From an optimization exercise on the open Yosys and OpenROAD flow, aimed at small area; shortcuts taken in it are not production practice.
In this exercise RTL edits were held to simulation tests only and were not proved equivalent to the original.
No activity file was given, so power comes from the tool's default toggle rates.

==> flow/design.v (excerpt) <==
module mach(
    input clk,rst,
    input [31:0] in,
    output [12:0] imem_addr,
    input  [31:0] imem_rdata,
    output [13:0] dmem_addr,
    output [31:0] dmem_wdata,
    output dmem_we,
    input  [31:0] dmem_rdata,
    output [31:0] out0,
    output [31:0] out1
);
localparam IF      = 4'd0;
localparam ID      = 4'd1;
localparam EXE_ls  = 4'd2;
localparam MEM_sa  = 4'd3;
localparam MEM_ld  = 4'd4;
localparam WB_dm   = 4'd5;
localparam EXE_com = 4'd6;
localparam EXE_cal = 4'd7;
localparam WB_cal  = 4'd8;
localparam WB_jal  = 4'd9;
localparam EXE_jr  = 4'd10;
localparam BRANCH  = 4'd11;
localparam INT     = 4'd12;
reg [3:0]  state;
reg [31:0] IR, PC, A;
reg [4:0]  Prt;           
reg [13:0] aq;            
reg        ltq, gtq, h0q, h1q, h2q;   
reg        f30;           
reg [15:10] IM;
reg EXL, IE, pend;
reg [31:0] PRID, EPC;
reg PRIDv, EPCv, PRESETv;
reg [3:0]  CTRL;
reg [31:0] PRESET, COUNT;
reg IRQ;
reg [31:0] o0, o1;
assign out0 = o0;
assign out1 = o1;
wire [5:0]  op = IR[31:26];
wire [4:0]  rs = IR[25:21];
wire [4:0]  rt = IR[20:16];
wire [4:0]  rd = IR[15:11];
wire [5:0]  fn = IR[5:0];
wire [15:0] imm = IR[15:0];
wire d_rtype  = (op == 6'h00);
wire d_jr     = d_rtype & (fn == 6'h08);
wire d_subu   = d_rtype & (fn == 6'h23);
wire d_slt    = d_rtype & (fn == 6'h2a);
wire d_r3     = d_rtype & ((fn == 6'h21) | (fn == 6'h23) | (fn == 6'h2a));
wire d_bltzal = (op == 6'h01) & (rt == 5'd16);
  ...
clock: 12.0 ns
lec_check: 0
abc_area: 0
cap_margin: 20
core_margin: 2
core_utilization: 55
cts_buf_list: sky130_fd_sc_hd__clkbuf_8 sky130_fd_sc_hd__clkbuf_16
cts_cluster_diameter: 60
cts_cluster_size: 30
slew_margin: 20
standard.sh (not shown) runs the stock make flow with config.mk's settings and CLKGATE_MAP_FILE= SYNTH_SCRIPT=/design/flow/synth_recipe.tcl, a recipe that flattens the netlist after the stock synthesis.
==> flow/flow/run.sh <==
#!/bin/bash
# The standard layout (the standard.sh, unchanged synthesis, floorplan,
# power grid, placement, routing), with two changes passed to ORFS through
# its own variables:
#  - the port buffers are buf_1 cells instead of the default clkdlybuf4s50_1;
#  - clock tree synthesis inserts no dummy loads (the clustering settings are
#    the same as config.mk's CTS_* settings).
# Each tool's output stays in ORFS's own log files (orfs/logs/...); the
# output of standard.sh itself goes to standard.log.
set -o pipefail
export BUFFER_PORTS_ARGS="-buffer_cell sky130_fd_sc_hd__buf_1"
export CTS_ARGS="-sink_clustering_enable -repair_clock_nets -sink_clustering_size 30 -sink_clustering_max_diameter 60 -buf_list {sky130_fd_sc_hd__clkbuf_8 sky130_fd_sc_hd__clkbuf_16} -dont_use_dummy_load"
cp standard.sh standard_sh.log 2>/dev/null
bash standard.sh > standard.log 2>&1
Rerun with:
--- a/flow/flow/run.sh
+++ b/flow/flow/run.sh
@@ -12 +12 @@
-export CTS_ARGS="-sink_clustering_enable -repair_clock_nets -sink_clustering_size 30 -sink_clustering_max_diameter 60 -buf_list {sky130_fd_sc_hd__clkbuf_8 sky130_fd_sc_hd__clkbuf_16} -dont_use_dummy_load"
+export CTS_ARGS="-sink_clustering_enable -repair_clock_nets -sink_clustering_size 28 -sink_clustering_max_diameter 70 -buf_list {sky130_fd_sc_hd__clkbuf_8 sky130_fd_sc_hd__clkbuf_16} -dont_use_dummy_load"
- CORE_UTILIZATION: 55 -> 65
- CTS_CLUSTER_DIAMETER: 60 -> 70
- CTS_CLUSTER_SIZE: 30 -> 28
- PLACE_DENSITY: not set -> 0.8
- The changed run finished with timing, DRC and antenna clean
- total power decreases by 2.8%
- routed wire length decreases by 4.7%
- worst setup slack degrades by 0.44 ns
- area after synthesis is unchanged
- final cell count decreases by 4.5%
- global-route usage increases by 5.1 points
- flip-flop and latch count does not change
- cell area decreases by 1.6%
- clock-buffer cell count decreases by 28
Rerun with:
==> flow/run.sh (new file) <==
#!/bin/bash
# synth_recipe.tcl (not shown) runs the flow's synth.tcl, then flattens the netlist and writes it again
# the make line also repeats each setting of config.mk as NAME=value (left out here)
make -C /OpenROAD-flow-scripts/flow DESIGN_CONFIG=/design/flow/config.mk WORK_HOME=/design/flow/orfs CLKGATE_MAP_FILE= SYNTH_SCRIPT=/design/flow/synth_recipe.tcl finish
- CORE_UTILIZATION: 65 -> 55
- CTS_CLUSTER_DIAMETER: 70 -> 60
- CTS_CLUSTER_SIZE: 28 -> 30
- PLACE_DENSITY: 0.8 -> not set
removed: flow/flow/run.sh
removed: flow/standard.sh
After rerunning: The new run completed without violations; non-clock buffer count is lower by 4; fmax went up slightly; worst hold slack degrades by 0.017 ns; setup slack improves by 0.063 ns; combinational power went up slightly; wire length increases by a few percent; design area goes up by a few percent; first-iteration DRC count shrinks by about a fifth; flip-flop and latch count does not change; cell count increases by a few percent; die area increases by about a fifth.
Rerun with:
==> flow/flow/run.sh (new file) <==
#!/bin/bash
# The standard layout (the standard.sh, unchanged synthesis, floorplan,
# power grid, placement, routing), with two changes passed to ORFS through
# its own variables:
#  - the port buffers are buf_1 cells instead of the default clkdlybuf4s50_1;
#  - clock tree synthesis inserts no dummy loads (the clustering settings are
#    the same as config.mk's CTS_* settings).
# Each tool's output stays in ORFS's own log files (orfs/logs/...); the
# output of standard.sh itself goes to standard.log.
set -o pipefail
export BUFFER_PORTS_ARGS="-buffer_cell sky130_fd_sc_hd__buf_1"
export CTS_ARGS="-sink_clustering_enable -repair_clock_nets -sink_clustering_size 30 -sink_clustering_max_diameter 60 -buf_list {sky130_fd_sc_hd__clkbuf_8 sky130_fd_sc_hd__clkbuf_16} -dont_use_dummy_load"
cp standard.sh standard_sh.log 2>/dev/null
bash standard.sh > standard.log 2>&1
==> flow/standard.sh (new file) <==
#!/bin/bash
# synth_recipe.tcl (not shown) runs the flow's synth.tcl, then flattens the netlist and writes it again
# the make line also repeats each setting of config.mk as NAME=value (left out here)
make -C /OpenROAD-flow-scripts/flow DESIGN_CONFIG=/design/flow/config.mk WORK_HOME=/design/flow/orfs CLKGATE_MAP_FILE= SYNTH_SCRIPT=/design/flow/synth_recipe.tcl "${@:-finish}"
- CORE_UTILIZATION: 55 -> 65
removed: flow/run.sh
=> Power is lower by about 7.5%. Cell area is lower by about 5%. Global-route usage is higher by 5.6 points. Sequential power is about the same. First-iteration DRC count is higher by 17%. Clock skew is higher by 0.012 ns. Wire length is lower by 3.0%. Flip-flop and latch count stays the same. Die area is lower by 15%.
Rerun with:
- PLACE_DENSITY: not set -> 0.8
Effect: The changed run completed without violations; design area stays flat; hold slack improved by 0.0049 ns; die area does not change; sequential power barely changes; global-route usage drops by 0.70 points; synthesized cell count does not change; total power is about the same; via count is about the same; cell count barely changes.

re-timing with driven ports:
The flow's constraints put no driver on any port. The routed layouts listed below were extracted and timed again, unchanged, in two steps.
Step 1 assumes that a clkbuf_16 drives the clock port and a buf_2 every other input.
Step 2 also shifts input and output timing later by t, the mid clock arrival at the registers, as if the neighbouring blocks saw the same clock.
Slacks: ideal ports / drivers / drivers and shift; pairs: ideal ports / drivers.
run | shift t [ns] | setup slack, ns | worst slew at a driven data input, ns
the first run | 0.748 | 2.568 / 2.568 / 2.568 | 0.06
the second run | 0.715 | 2.128 / 2.128 / 2.128 | 0.07
the third run | 0.821 | 2.191 / 2.191 / 2.191 | 0.09
the fourth run | 0.744 | 2.270 / 2.270 / 2.270 | 0.06
the fifth run | 0.751 | 2.217 / 2.217 / 2.217 | 0.07
After both steps setup and hold are still met in every run listed.
